Source: an optimization exercise on an open RTL-to-GDS flow (aim: small area, a short achievable clock period and few clock cycles per item). Production flows keep margins and buffers that such runs may drop. At most, simulation tests tie the RTL to the original design; equivalence was not proved. No activity file was given, so power comes from the tool's default toggle rates.

==> run a: inputs <==
Design booth_multiplier, start of the top module:
module booth_multiplier(
    input         clk,
    input         reset_n,
    input         op_start,
    input         op_clear,
    input  [31:0] multiplier,
    input  [31:0] multiplicand,
    output        op_done,
    output [63:0] result
);
  reg       busy, done;
  reg       first;                        
  reg [2:0] cnt;
  wire      idle = !busy && !done;
  wire      fin  = cnt[2];                        
  wire      last = (cnt == 3'd3);         
  reg  [31:0] m_q;           
  reg  [31:0] lo_q;          
  reg  [31:0] s_q, c_q;      
  reg  [7:0]  rs_q, rc_q;    
  reg         cy_q;          
  reg  [3:0]  one_q, two_q, ng_q;   
  function [11:0] enc;
    input [7:0] b;
    input       bm;
    integer i;
    reg [8:0] x;
    begin
      x = {b, bm};
      for (i = 0; i < 4; i = i + 1) begin
        enc[i]         = x[2*i+1] ^ x[2*i];
        enc[4+i]     = (x[2*i+2] & ~x[2*i+1] & ~x[2*i]) | (~x[2*i+2] & x[2*i+1] & x[2*i]);
        enc[8+i]   = x[2*i+2];
      end
    end
  endfunction
  wire [31:0] s_g = s_q & {32{~first}};
  wire [31:0] c_g = c_q & {32{~first}};
  wire [11:0] enc_next = busy ? enc(lo_q[15:8], lo_q[7]) : enc(multiplier[7:0], 1'b0);
  wire [32:0] mg0 = ({33{one_q[0]}} & {m_q[31], m_q}) | ({33{two_q[0]}} & {m_q, 1'b0});
  wire [32:0] pp0 = mg0 ^ {33{ng_q[0]}};
  wire [32:0] e0 = {~pp0[32], pp0[31:0]};
  wire [32:0] mg1 = ({33{one_q[1]}} & {m_q[31], m_q}) | ({33{two_q[1]}} & {m_q, 1'b0});
  wire [32:0] pp1 = mg1 ^ {33{ng_q[1]}};
  wire [32:0] e1 = {~pp1[32], pp1[31:0]};
  wire [32:0] mg2 = ({33{one_q[2]}} & {m_q[31], m_q}) | ({33{two_q[2]}} & {m_q, 1'b0});
  wire [32:0] pp2 = mg2 ^ {33{ng_q[2]}};
  wire [32:0] e2 = {~pp2[32], pp2[31:0]};
  wire [32:0] mg3 = ({33{one_q[3]}} & {m_q[31], m_q}) | ({33{two_q[3]}} & {m_q, 1'b0});
  wire [32:0] pp3 = mg3 ^ {33{ng_q[3]}};
  wire [32:0] e3 = {~pp3[32], pp3[31:0]};
  wire fs1;
  wire fc2;
  wire hs3;
  wire hc4;
  wire hs5;
  wire hc6;
  wire fs7;
  wire fc8;
  wire fs9;
  wire fc10;
  wire hs11;
  wire hc12;
  wire hs13;
  wire hc14;
  wire fs15;
  wire fc16;
  wire fs17;
  wire fc18;
  wire fs19;
  wire fc20;
  wire fs21;
  wire fc22;
  wire hs23;
  wire hc24;
  wire fs25;
  wire fc26;
  wire hs27;
  wire hc28;
  wire fs29;
  wire fc30;
  wire fs31;
  wire fc32;
  wire fs33;
  wire fc34;
  wire fs35;
  wire fc36;
  wire fs37;
  wire fc38;
  wire fs39;
  wire fc40;
  wire fs41;
  wire fc42;
  ...
export LEC_CHECK = 0
export CAP_MARGIN = 20
export CORE_MARGIN = 2
export CORE_UTILIZATION = 40
export PLACE_DENSITY = 0.6
export SETUP_SLACK_MARGIN = 2.0
export SLEW_MARGIN = 20
export SYNTH_HIERARCHICAL = 1
export SYNTH_MINIMUM_KEEP_SIZE = 0
create_clock -name core_clock -period 5.0 [get_ports {clk}]
standard.sh (not shown) runs the stock make flow with config.mk's settings and CLKGATE_MAP_FILE= SYNTH_SCRIPT=/design/flow/synth_recipe.tcl, a recipe that flattens the netlist after the stock synthesis.
==> flow/flow/run.sh <==
#!/bin/bash
# Standard layout, except: plain buf_1 cells as the port buffers, and a
# clock tree of clkbuf_4 cells without dummy loads.
export BUFFER_PORTS_ARGS="-buffer_cell sky130_fd_sc_hd__buf_1"
export CTS_ARGS="-sink_clustering_enable -repair_clock_nets -dont_use_dummy_load -root_buf sky130_fd_sc_hd__clkbuf_16 -buf_list \"sky130_fd_sc_hd__clkbuf_4 sky130_fd_sc_hd__clkbuf_8\""
bash standard.sh > standard.log 2>&1
==> inputs of run b, as changes to run a <==
--- a/flow/design.v
+++ b/flow/design.v
@@ -7,11 +7,10 @@
     input  [31:0] multiplicand,
     output        op_done,
     output [63:0] result
 );
   reg       busy, done;
-  reg       first;                        
   reg [2:0] cnt;
   wire      idle = !busy && !done;
   wire      fin  = cnt[2];                        
   wire      last = (cnt == 3'd3);         
   reg  [31:0] m_q;           
@@ -32,12 +31,10 @@
         enc[4+i]     = (x[2*i+2] & ~x[2*i+1] & ~x[2*i]) | (~x[2*i+2] & x[2*i+1] & x[2*i]);
         enc[8+i]   = x[2*i+2];
       end
     end
   endfunction
-  wire [31:0] s_g = s_q & {32{~first}};
-  wire [31:0] c_g = c_q & {32{~first}};
   wire [11:0] enc_next = busy ? enc(lo_q[15:8], lo_q[7]) : enc(multiplier[7:0], 1'b0);
   wire [32:0] mg0 = ({33{one_q[0]}} & {m_q[31], m_q}) | ({33{two_q[0]}} & {m_q, 1'b0});
   wire [32:0] pp0 = mg0 ^ {33{ng_q[0]}};
   wire [32:0] e0 = {~pp0[32], pp0[31:0]};
   wire [32:0] mg1 = ({33{one_q[1]}} & {m_q[31], m_q}) | ({33{two_q[1]}} & {m_q, 1'b0});
@@ -371,153 +368,153 @@
   wire hc320;
   wire hs321;
   wire hc322;
   wire fs323;
   wire fc324;
-  mul_fa u_fs1 (.a(c_g[0]), .b(ng_q[0]), .ci(s_g[0]), .s(fs1), .co(fc2));
-  mul_ha u_hs3 (.a(c_g[1]), .b(s_g[1]), .s(hs3), .c(hc4));
+  mul_fa u_fs1 (.a(c_q[0]), .b(ng_q[0]), .ci(s_q[0]), .s(fs1), .co(fc2));
+  mul_ha u_hs3 (.a(c_q[1]), .b(s_q[1]), .s(hs3), .c(hc4));
   mul_ha u_hs5 (.a(hs3), .b(fc2), .s(hs5), .c(hc6));
-  mul_fa u_fs7 (.a(c_g[2]), .b(ng_q[1]), .ci(s_g[2]), .s(fs7), .co(fc8));
+  mul_fa u_fs7 (.a(c_q[2]), .b(ng_q[1]), .ci(s_q[2]), .s(fs7), .co(fc8));
   mul_fa u_fs9 (.a(hc4), .b(fs7), .ci(e0[2]), .s(fs9), .co(fc10));
   mul_ha u_hs11 (.a(e1[0]), .b(hc6), .s(hs11), .c(hc12));
-  mul_ha u_hs13 (.a(c_g[3]), .b(s_g[3]), .s(hs13), .c(hc14));
+  mul_ha u_hs13 (.a(c_q[3]), .b(s_q[3]), .s(hs13), .c(hc14));
   mul_fa u_fs15 (.a(hs13), .b(fc8), .ci(e0[3]), .s(fs15), .co(fc16));
   mul_fa u_fs17 (.a(e1[1]), .b(hc12), .ci(fc10), .s(fs17), .co(fc18));
-  mul_fa u_fs19 (.a(c_g[4]), .b(ng_q[2]), .ci(s_g[4]), .s(fs19), .co(fc20));
+  mul_fa u_fs19 (.a(c_q[4]), .b(ng_q[2]), .ci(s_q[4]), .s(fs19), .co(fc20));
   mul_fa u_fs21 (.a(hc14), .b(fs19), .ci(e0[4]), .s(fs21), .co(fc22));
   mul_ha u_hs23 (.a(e1[2]), .b(e2[0]), .s(hs23), .c(hc24));
   mul_fa u_fs25 (.a(hs23), .b(fc16), .ci(fs21), .s(fs25), .co(fc26));
-  mul_ha u_hs27 (.a(c_g[5]), .b(s_g[5]), .s(hs27), .c(hc28));
+  mul_ha u_hs27 (.a(c_q[5]), .b(s_q[5]), .s(hs27), .c(hc28));
   mul_fa u_fs29 (.a(hs27), .b(fc20), .ci(e0[5]), .s(fs29), .co(fc30));
   mul_fa u_fs31 (.a(e1[3]), .b(e2[1]), .ci(hc24), .s(fs31), .co(fc32));
   mul_fa u_fs33 (.a(fc22), .b(fs29), .ci(fs31), .s(fs33), .co(fc34));
-  mul_fa u_fs35 (.a(c_g[6]), .b(ng_q[3]), .ci(s_g[6]), .s(fs35), .co(fc36));
+  mul_fa u_fs35 (.a(c_q[6]), .b(ng_q[3]), .ci(s_q[6]), .s(fs35), .co(fc36));
   mul_fa u_fs37 (.a(hc28), .b(fs35), .ci(e0[6]), .s(fs37), .co(fc38));
   mul_fa u_fs39 (.a(e1[4]), .b(e2[2]), .ci(e3[0]), .s(fs39), .co(fc40));
   mul_fa u_fs41 (.a(fc30), .b(fs37), .ci(fs39), .s(fs41), .co(fc42));
   mul_ha u_hs43 (.a(fc32), .b(fs41), .s(hs43), .c(hc44));
-  mul_ha u_hs45 (.a(c_g[7]), .b(s_g[7]), .s(hs45), .c(hc46));
+  mul_ha u_hs45 (.a(c_q[7]), .b(s_q[7]), .s(hs45), .c(hc46));
   mul_fa u_fs47 (.a(hs45), .b(fc36), .ci(e0[7]), .s(fs47), .co(fc48));
   mul_fa u_fs49 (.a(e1[5]), .b(e2[3]), .ci(e3[1]), .s(fs49), .co(fc50));
   mul_fa u_fs51 (.a(fc38), .b(fc40), .ci(fs47), .s(fs51), .co(fc52));
   mul_fa u_fs53 (.a(fs49), .b(fc42), .ci(fs51), .s(fs53), .co(fc54));
-  mul_fa u_fs55 (.a(c_g[8]), .b(s_g[8]), .ci(hc46), .s(fs55), .co(fc56));
+  mul_fa u_fs55 (.a(c_q[8]), .b(s_q[8]), .ci(hc46), .s(fs55), .co(fc56));
   mul_fa u_fs57 (.a(last), .b(e0[8]), .ci(e1[6]), .s(fs57), .co(fc58));
   mul_fa u_fs59 (.a(e2[4]), .b(e3[2]), .ci(fs55), .s(fs59), .co(fc60));
   mul_fa u_fs61 (.a(fc48), .b(fc50), .ci(fs57), .s(fs61), .co(fc62));
   mul_fa u_fs63 (.a(fs59), .b(fc52), .ci(fs61), .s(fs63), .co(fc64));
-  mul_fa u_fs65 (.a(c_g[9]), .b(s_g[9]), .ci(last), .s(fs65), .co(fc66));
+  mul_fa u_fs65 (.a(c_q[9]), .b(s_q[9]), .ci(last), .s(fs65), .co(fc66));
   mul_fa u_fs67 (.a(e0[9]), .b(e1[7]), .ci(e2[5]), .s(fs67), .co(fc68));
   mul_fa u_fs69 (.a(e3[3]), .b(fc56), .ci(fs65), .s(fs69), .co(fc70));
   mul_fa u_fs71 (.a(fc58), .b(fs67), .ci(fc60), .s(fs71), .co(fc72));
   mul_fa u_fs73 (.a(fs69), .b(fc62), .ci(fs71), .s(fs73), .co(fc74));
-  mul_ha u_hs75 (.a(c_g[10]), .b(s_g[10]), .s(hs75), .c(hc76));
+  mul_ha u_hs75 (.a(c_q[10]), .b(s_q[10]), .s(hs75), .c(hc76));
   mul_fa u_fs77 (.a(hs75), .b(e0[10]), .ci(e1[8]), .s(fs77), .co(fc78));
   mul_fa u_fs79 (.a(e2[6]), .b(e3[4]), .ci(fc66), .s(fs79), .co(fc80));
   mul_fa u_fs81 (.a(fc68), .b(fs77), .ci(fc70), .s(fs81), .co(fc82));
   mul_fa u_fs83 (.a(fs79), .b(fc72), .ci(fs81), .s(fs83), .co(fc84));
-  mul_fa u_fs85 (.a(c_g[11]), .b(s_g[11]), .ci(hc76), .s(fs85), .co(fc86));
+  mul_fa u_fs85 (.a(c_q[11]), .b(s_q[11]), .ci(hc76), .s(fs85), .co(fc86));
   mul_fa u_fs87 (.a(last), .b(e0[11]), .ci(e1[9]), .s(fs87), .co(fc88));
   mul_fa u_fs89 (.a(e2[7]), .b(e3[5]), .ci(fs85), .s(fs89), .co(fc90));
   mul_fa u_fs91 (.a(fc78), .b(fs87), .ci(fc80), .s(fs91), .co(fc92));
   mul_fa u_fs93 (.a(fs89), .b(fc82), .ci(fs91), .s(fs93), .co(fc94));
-  mul_ha u_hs95 (.a(c_g[12]), .b(s_g[12]), .s(hs95), .c(hc96));
+  mul_ha u_hs95 (.a(c_q[12]), .b(s_q[12]), .s(hs95), .c(hc96));
   mul_fa u_fs97 (.a(hs95), .b(e0[12]), .ci(e1[10]), .s(fs97), .co(fc98));
   mul_fa u_fs99 (.a(e2[8]), .b(e3[6]), .ci(fc86), .s(fs99), .co(fc100));
   mul_fa u_fs101 (.a(fc88), .b(fs97), .ci(fc90), .s(fs101), .co(fc102));
   mul_fa u_fs103 (.a(fs99), .b(fc92), .ci(fs101), .s(fs103), .co(fc104));
-  mul_fa u_fs105 (.a(c_g[13]), .b(s_g[13]), .ci(hc96), .s(fs105), .co(fc106));
+  mul_fa u_fs105 (.a(c_q[13]), .b(s_q[13]), .ci(hc96), .s(fs105), .co(fc106));
   mul_fa u_fs107 (.a(last), .b(e0[13]), .ci(e1[11]), .s(fs107), .co(fc108));
   mul_fa u_fs109 (.a(e2[9]), .b(e3[7]), .ci(fs105), .s(fs109), .co(fc110));
   mul_fa u_fs111 (.a(fc98), .b(fs107), .ci(fc100), .s(fs111), .co(fc112));
   mul_fa u_fs113 (.a(fs109), .b(fc102), .ci(fs111), .s(fs113), .co(fc114));
-  mul_ha u_hs115 (.a(c_g[14]), .b(s_g[14]), .s(hs115), .c(hc116));
+  mul_ha u_hs115 (.a(c_q[14]), .b(s_q[14]), .s(hs115), .c(hc116));
   mul_fa u_fs117 (.a(hs115), .b(e0[14]), .ci(e1[12]), .s(fs117), .co(fc118));
   mul_fa u_fs119 (.a(e2[10]), .b(e3[8]), .ci(fc106), .s(fs119), .co(fc120));
   mul_fa u_fs121 (.a(fc108), .b(fs117), .ci(fc110), .s(fs121), .co(fc122));
   mul_fa u_fs123 (.a(fs119), .b(fc112), .ci(fs121), .s(fs123), .co(fc124));
-  mul_fa u_fs125 (.a(c_g[15]), .b(s_g[15]), .ci(hc116), .s(fs125), .co(fc126));
+  mul_fa u_fs125 (.a(c_q[15]), .b(s_q[15]), .ci(hc116), .s(fs125), .co(fc126));
   mul_fa u_fs127 (.a(last), .b(e0[15]), .ci(e1[13]), .s(fs127), .co(fc128));
   mul_fa u_fs129 (.a(e2[11]), .b(e3[9]), .ci(fs125), .s(fs129), .co(fc130));
   mul_fa u_fs131 (.a(fc118), .b(fs127), .ci(fc120), .s(fs131), .co(fc132));
   mul_fa u_fs133 (.a(fs129), .b(fc122), .ci(fs131), .s(fs133), .co(fc134));
-  mul_ha u_hs135 (.a(c_g[16]), .b(s_g[16]), .s(hs135), .c(hc136));
+  mul_ha u_hs135 (.a(c_q[16]), .b(s_q[16]), .s(hs135), .c(hc136));
   mul_fa u_fs137 (.a(hs135), .b(e0[16]), .ci(e1[14]), .s(fs137), .co(fc138));
   mul_fa u_fs139 (.a(e2[12]), .b(e3[10]), .ci(fc126), .s(fs139), .co(fc140));
   mul_fa u_fs141 (.a(fc128), .b(fs137), .ci(fc130), .s(fs141), .co(fc142));
   mul_fa u_fs143 (.a(fs139), .b(fc132), .ci(fs141), .s(fs143), .co(fc144));
-  mul_fa u_fs145 (.a(c_g[17]), .b(s_g[17]), .ci(hc136), .s(fs145), .co(fc146));
+  mul_fa u_fs145 (.a(c_q[17]), .b(s_q[17]), .ci(hc136), .s(fs145), .co(fc146));
   mul_fa u_fs147 (.a(last), .b(e0[17]), .ci(e1[15]), .s(fs147), .co(fc148));
   mul_fa u_fs149 (.a(e2[13]), .b(e3[11]), .ci(fs145), .s(fs149), .co(fc150));
   mul_fa u_fs151 (.a(fc138), .b(fs147), .ci(fc140), .s(fs151), .co(fc152));
   mul_fa u_fs153 (.a(fs149), .b(fc142), .ci(fs151), .s(fs153), .co(fc154));
-  mul_ha u_hs155 (.a(c_g[18]), .b(s_g[18]), .s(hs155), .c(hc156));
+  mul_ha u_hs155 (.a(c_q[18]), .b(s_q[18]), .s(hs155), .c(hc156));
   mul_fa u_fs157 (.a(hs155), .b(e0[18]), .ci(e1[16]), .s(fs157), .co(fc158));
   mul_fa u_fs159 (.a(e2[14]), .b(e3[12]), .ci(fc146), .s(fs159), .co(fc160));
   mul_fa u_fs161 (.a(fc148), .b(fs157), .ci(fc150), .s(fs161), .co(fc162));
   mul_fa u_fs163 (.a(fs159), .b(fc152), .ci(fs161), .s(fs163), .co(fc164));
-  mul_fa u_fs165 (.a(c_g[19]), .b(s_g[19]), .ci(hc156), .s(fs165), .co(fc166));
+  mul_fa u_fs165 (.a(c_q[19]), .b(s_q[19]), .ci(hc156), .s(fs165), .co(fc166));
   mul_fa u_fs167 (.a(last), .b(e0[19]), .ci(e1[17]), .s(fs167), .co(fc168));
   mul_fa u_fs169 (.a(e2[15]), .b(e3[13]), .ci(fs165), .s(fs169), .co(fc170));
   mul_fa u_fs171 (.a(fc158), .b(fs167), .ci(fc160), .s(fs171), .co(fc172));
   mul_fa u_fs173 (.a(fs169), .b(fc162), .ci(fs171), .s(fs173), .co(fc174));
-  mul_ha u_hs175 (.a(c_g[20]), .b(s_g[20]), .s(hs175), .c(hc176));
+  mul_ha u_hs175 (.a(c_q[20]), .b(s_q[20]), .s(hs175), .c(hc176));
   mul_fa u_fs177 (.a(hs175), .b(e0[20]), .ci(e1[18]), .s(fs177), .co(fc178));
   mul_fa u_fs179 (.a(e2[16]), .b(e3[14]), .ci(fc166), .s(fs179), .co(fc180));
   mul_fa u_fs181 (.a(fc168), .b(fs177), .ci(fc170), .s(fs181), .co(fc182));
   mul_fa u_fs183 (.a(fs179), .b(fc172), .ci(fs181), .s(fs183), .co(fc184));
-  mul_fa u_fs185 (.a(c_g[21]), .b(s_g[21]), .ci(hc176), .s(fs185), .co(fc186));
+  mul_fa u_fs185 (.a(c_q[21]), .b(s_q[21]), .ci(hc176), .s(fs185), .co(fc186));
   mul_fa u_fs187 (.a(last), .b(e0[21]), .ci(e1[19]), .s(fs187), .co(fc188));
   mul_fa u_fs189 (.a(e2[17]), .b(e3[15]), .ci(fs185), .s(fs189), .co(fc190));
   mul_fa u_fs191 (.a(fc178), .b(fs187), .ci(fc180), .s(fs191), .co(fc192));
   mul_fa u_fs193 (.a(fs189), .b(fc182), .ci(fs191), .s(fs193), .co(fc194));
-  mul_ha u_hs195 (.a(c_g[22]), .b(s_g[22]), .s(hs195), .c(hc196));
+  mul_ha u_hs195 (.a(c_q[22]), .b(s_q[22]), .s(hs195), .c(hc196));
   mul_fa u_fs197 (.a(hs195), .b(e0[22]), .ci(e1[20]), .s(fs197), .co(fc198));
   mul_fa u_fs199 (.a(e2[18]), .b(e3[16]), .ci(fc186), .s(fs199), .co(fc200));
   mul_fa u_fs201 (.a(fc188), .b(fs197), .ci(fc190), .s(fs201), .co(fc202));
   mul_fa u_fs203 (.a(fs199), .b(fc192), .ci(fs201), .s(fs203), .co(fc204));
-  mul_fa u_fs205 (.a(c_g[23]), .b(s_g[23]), .ci(hc196), .s(fs205), .co(fc206));
+  mul_fa u_fs205 (.a(c_q[23]), .b(s_q[23]), .ci(hc196), .s(fs205), .co(fc206));
   mul_fa u_fs207 (.a(last), .b(e0[23]), .ci(e1[21]), .s(fs207), .co(fc208));
   mul_fa u_fs209 (.a(e2[19]), .b(e3[17]), .ci(fs205), .s(fs209), .co(fc210));
   mul_fa u_fs211 (.a(fc198), .b(fs207), .ci(fc200), .s(fs211), .co(fc212));
   mul_fa u_fs213 (.a(fs209), .b(fc202), .ci(fs211), .s(fs213), .co(fc214));
-  mul_ha u_hs215 (.a(c_g[24]), .b(s_g[24]), .s(hs215), .c(hc216));
+  mul_ha u_hs215 (.a(c_q[24]), .b(s_q[24]), .s(hs215), .c(hc216));
   mul_fa u_fs217 (.a(hs215), .b(e0[24]), .ci(e1[22]), .s(fs217), .co(fc218));
   mul_fa u_fs219 (.a(e2[20]), .b(e3[18]), .ci(fc206), .s(fs219), .co(fc220));
   mul_fa u_fs221 (.a(fc208), .b(fs217), .ci(fc210), .s(fs221), .co(fc222));
   mul_fa u_fs223 (.a(fs219), .b(fc212), .ci(fs221), .s(fs223), .co(fc224));
-  mul_fa u_fs225 (.a(c_g[25]), .b(s_g[25]), .ci(hc216), .s(fs225), .co(fc226));
+  mul_fa u_fs225 (.a(c_q[25]), .b(s_q[25]), .ci(hc216), .s(fs225), .co(fc226));
   mul_fa u_fs227 (.a(last), .b(e0[25]), .ci(e1[23]), .s(fs227), .co(fc228));
   mul_fa u_fs229 (.a(e2[21]), .b(e3[19]), .ci(fs225), .s(fs229), .co(fc230));
   mul_fa u_fs231 (.a(fc218), .b(fs227), .ci(fc220), .s(fs231), .co(fc232));
   mul_fa u_fs233 (.a(fs229), .b(fc222), .ci(fs231), .s(fs233), .co(fc234));
-  mul_ha u_hs235 (.a(c_g[26]), .b(s_g[26]), .s(hs235), .c(hc236));
+  mul_ha u_hs235 (.a(c_q[26]), .b(s_q[26]), .s(hs235), .c(hc236));
   mul_fa u_fs237 (.a(hs235), .b(e0[26]), .ci(e1[24]), .s(fs237), .co(fc238));
   mul_fa u_fs239 (.a(e2[22]), .b(e3[20]), .ci(fc226), .s(fs239), .co(fc240));
   mul_fa u_fs241 (.a(fc228), .b(fs237), .ci(fc230), .s(fs241), .co(fc242));
   mul_fa u_fs243 (.a(fs239), .b(fc232), .ci(fs241), .s(fs243), .co(fc244));
-  mul_fa u_fs245 (.a(c_g[27]), .b(s_g[27]), .ci(hc236), .s(fs245), .co(fc246));
+  mul_fa u_fs245 (.a(c_q[27]), .b(s_q[27]), .ci(hc236), .s(fs245), .co(fc246));
   mul_fa u_fs247 (.a(last), .b(e0[27]), .ci(e1[25]), .s(fs247), .co(fc248));
   mul_fa u_fs249 (.a(e2[23]), .b(e3[21]), .ci(fs245), .s(fs249), .co(fc250));
   mul_fa u_fs251 (.a(fc238), .b(fs247), .ci(fc240), .s(fs251), .co(fc252));
   mul_fa u_fs253 (.a(fs249), .b(fc242), .ci(fs251), .s(fs253), .co(fc254));
-  mul_ha u_hs255 (.a(c_g[28]), .b(s_g[28]), .s(hs255), .c(hc256));
+  mul_ha u_hs255 (.a(c_q[28]), .b(s_q[28]), .s(hs255), .c(hc256));
   mul_fa u_fs257 (.a(hs255), .b(e0[28]), .ci(e1[26]), .s(fs257), .co(fc258));
   mul_fa u_fs259 (.a(e2[24]), .b(e3[22]), .ci(fc246), .s(fs259), .co(fc260));
   mul_fa u_fs261 (.a(fc248), .b(fs257), .ci(fc250), .s(fs261), .co(fc262));
   mul_fa u_fs263 (.a(fs259), .b(fc252), .ci(fs261), .s(fs263), .co(fc264));
-  mul_fa u_fs265 (.a(c_g[29]), .b(s_g[29]), .ci(hc256), .s(fs265), .co(fc266));
+  mul_fa u_fs265 (.a(c_q[29]), .b(s_q[29]), .ci(hc256), .s(fs265), .co(fc266));
   mul_fa u_fs267 (.a(last), .b(e0[29]), .ci(e1[27]), .s(fs267), .co(fc268));
   mul_fa u_fs269 (.a(e2[25]), .b(e3[23]), .ci(fs265), .s(fs269), .co(fc270));
   mul_fa u_fs271 (.a(fc258), .b(fs267), .ci(fc260), .s(fs271), .co(fc272));
   mul_fa u_fs273 (.a(fs269), .b(fc262), .ci(fs271), .s(fs273), .co(fc274));
-  mul_ha u_hs275 (.a(c_g[30]), .b(s_g[30]), .s(hs275), .c(hc276));
+  mul_ha u_hs275 (.a(c_q[30]), .b(s_q[30]), .s(hs275), .c(hc276));
   mul_fa u_fs277 (.a(hs275), .b(e0[30]), .ci(e1[28]), .s(fs277), .co(fc278));
   mul_fa u_fs279 (.a(e2[26]), .b(e3[24]), .ci(fc266), .s(fs279), .co(fc280));
   mul_fa u_fs281 (.a(fc268), .b(fs277), .ci(fc270), .s(fs281), .co(fc282));
   mul_fa u_fs283 (.a(fs279), .b(fc272), .ci(fs281), .s(fs283), .co(fc284));
-  mul_fa u_fs285 (.a(c_g[31]), .b(s_g[31]), .ci(hc276), .s(fs285), .co(fc286));
+  mul_fa u_fs285 (.a(c_q[31]), .b(s_q[31]), .ci(hc276), .s(fs285), .co(fc286));
   mul_fa u_fs287 (.a(last), .b(e0[31]), .ci(e1[29]), .s(fs287), .co(fc288));
   mul_fa u_fs289 (.a(e2[27]), .b(e3[25]), .ci(fs285), .s(fs289), .co(fc290));
   mul_fa u_fs291 (.a(fc278), .b(fs287), .ci(fc280), .s(fs291), .co(fc292));
   mul_fa u_fs293 (.a(fs289), .b(fc282), .ci(fs291), .s(fs293), .co(fc294));
   mul_fa u_fs295 (.a(e0[32]), .b(e1[30]), .ci(e2[28]), .s(fs295), .co(fc296));
@@ -542,25 +539,20 @@
   mul_add40 u_ad (.a({s_q, rs_q}), .b({c_q, rc_q}), .ci(cy_q), .s(ad_sum), .ct(ad_cy));
   assign op_done = done;
   assign result  = {s_q[31:0], lo_q};
   always @(posedge clk or negedge reset_n) begin
     if (!reset_n) begin
-      busy  <= 1'b0;
-      done  <= 1'b0;
-      first <= 1'b0;
+      busy <= 1'b0;
+      done <= 1'b0;
     end else if (op_clear) begin
-      busy  <= 1'b0;
-      done  <= 1'b0;
-      first <= 1'b0;
+      busy <= 1'b0;
+      done <= 1'b0;
     end else if (idle) begin
-      busy  <= op_start;
-      first <= op_start;
+      busy <= op_start;
     end else if (busy && fin) begin
       busy <= 1'b0;
       done <= 1'b1;
-    end else begin
-      first <= 1'b0;
     end
   end
   always @(posedge clk) begin
     cnt <= busy ? cnt + 3'd1 : 3'd0;
     if (!busy)
@@ -571,11 +563,11 @@
       lo_q <= {ad_sum[7:0], lo_q[31:8]};
     if (idle)
       s_q  <= 0;
     else if (busy)
       s_q  <= fin ? ad_sum[39:8] : sn[39:8];
-    c_q  <= cn[39:8];
+    c_q  <= busy ? cn[39:8] : 32'd0;
     rs_q <= busy ? sn[7:0] : 8'd0;
     rc_q <= busy ? cn[7:0] : 8'd0;
     cy_q <= busy & ad_cy;
     {ng_q, two_q, one_q} <= enc_next;
   end
- SETUP_SLACK_MARGIN: 2.0 -> 1.8
==> qor summary <==
metric                                                                  run a           run b
Share of the final layout cell area in multi-input gates                0.616           0.613
Vias per Instance                                                        5.40            5.39
Largest driver fanout on the critical path                                  8              30
XOR/XNOR Fraction of Synth Area                                         0.114           0.113
Final HPWL from detailed placement                                  23,900 um       24,000 um
Required time worst endpoint                                          5.24 ns         5.23 ns
Height of the die                                                      185 um          186 um
Worst setup slack for register-to-register paths                      1.89 ns         1.97 ns
Share of synthesized cell area in and, or, nand and nor gates          0.0791          0.0635
Via count of the first global-routing pass                              9,386           9,167
R2r startpoint                                                          first        one_q[1]
Routed length on met1                                               15,600 um       14,700 um
Run status                                                     finished clean  finished clean
Count of cell types in the netlist                                         59              64
Total sequential power                                                2.24 mW         2.08 mW
Die outline width                                                      185 um          186 um
Share of Yosys cell area claimed by the top area cell type              0.221           0.220
Power density over cell area                                       592 nW/um2      524 nW/um2
Maximum number of pins on one net before global-route repair               59              71
Grt met1 use                                                            0.284           0.269
Post-Layout Cell Count                                                  1,689           1,641
Fraction of layout cells with a size suffix above 1                     0.188          0.0984
Testbench counts of run b, summed over its fixed seeds: cycles 11,192, items 1,600.
Only the layout flow was run in run a; the RTL was not checked for function there.

==> what the ideal ports hide <==
In the flow no input, the clock included, has a driving cell. The finished layouts below were timed again as built, in two steps.
Step 1, drivers: a clkbuf_16 drives clk and a buf_2 each remaining input, both assumed.
Step 2 also shifts input and output timing later by t, the mid clock arrival at the registers, as if the neighbouring blocks saw the same clock.
Slacks: no drivers / after step 1 / after step 2; pairs: no drivers / after step 1.
run | t (ns) | setup slack, ns | cell pins on the clock port's net
run a | 0.436 | 1.893 / 1.893 / 1.893 | 1
run b | 0.433 | 1.975 / 1.975 / 1.975 | 1
After both steps setup and hold are still met in every run listed.
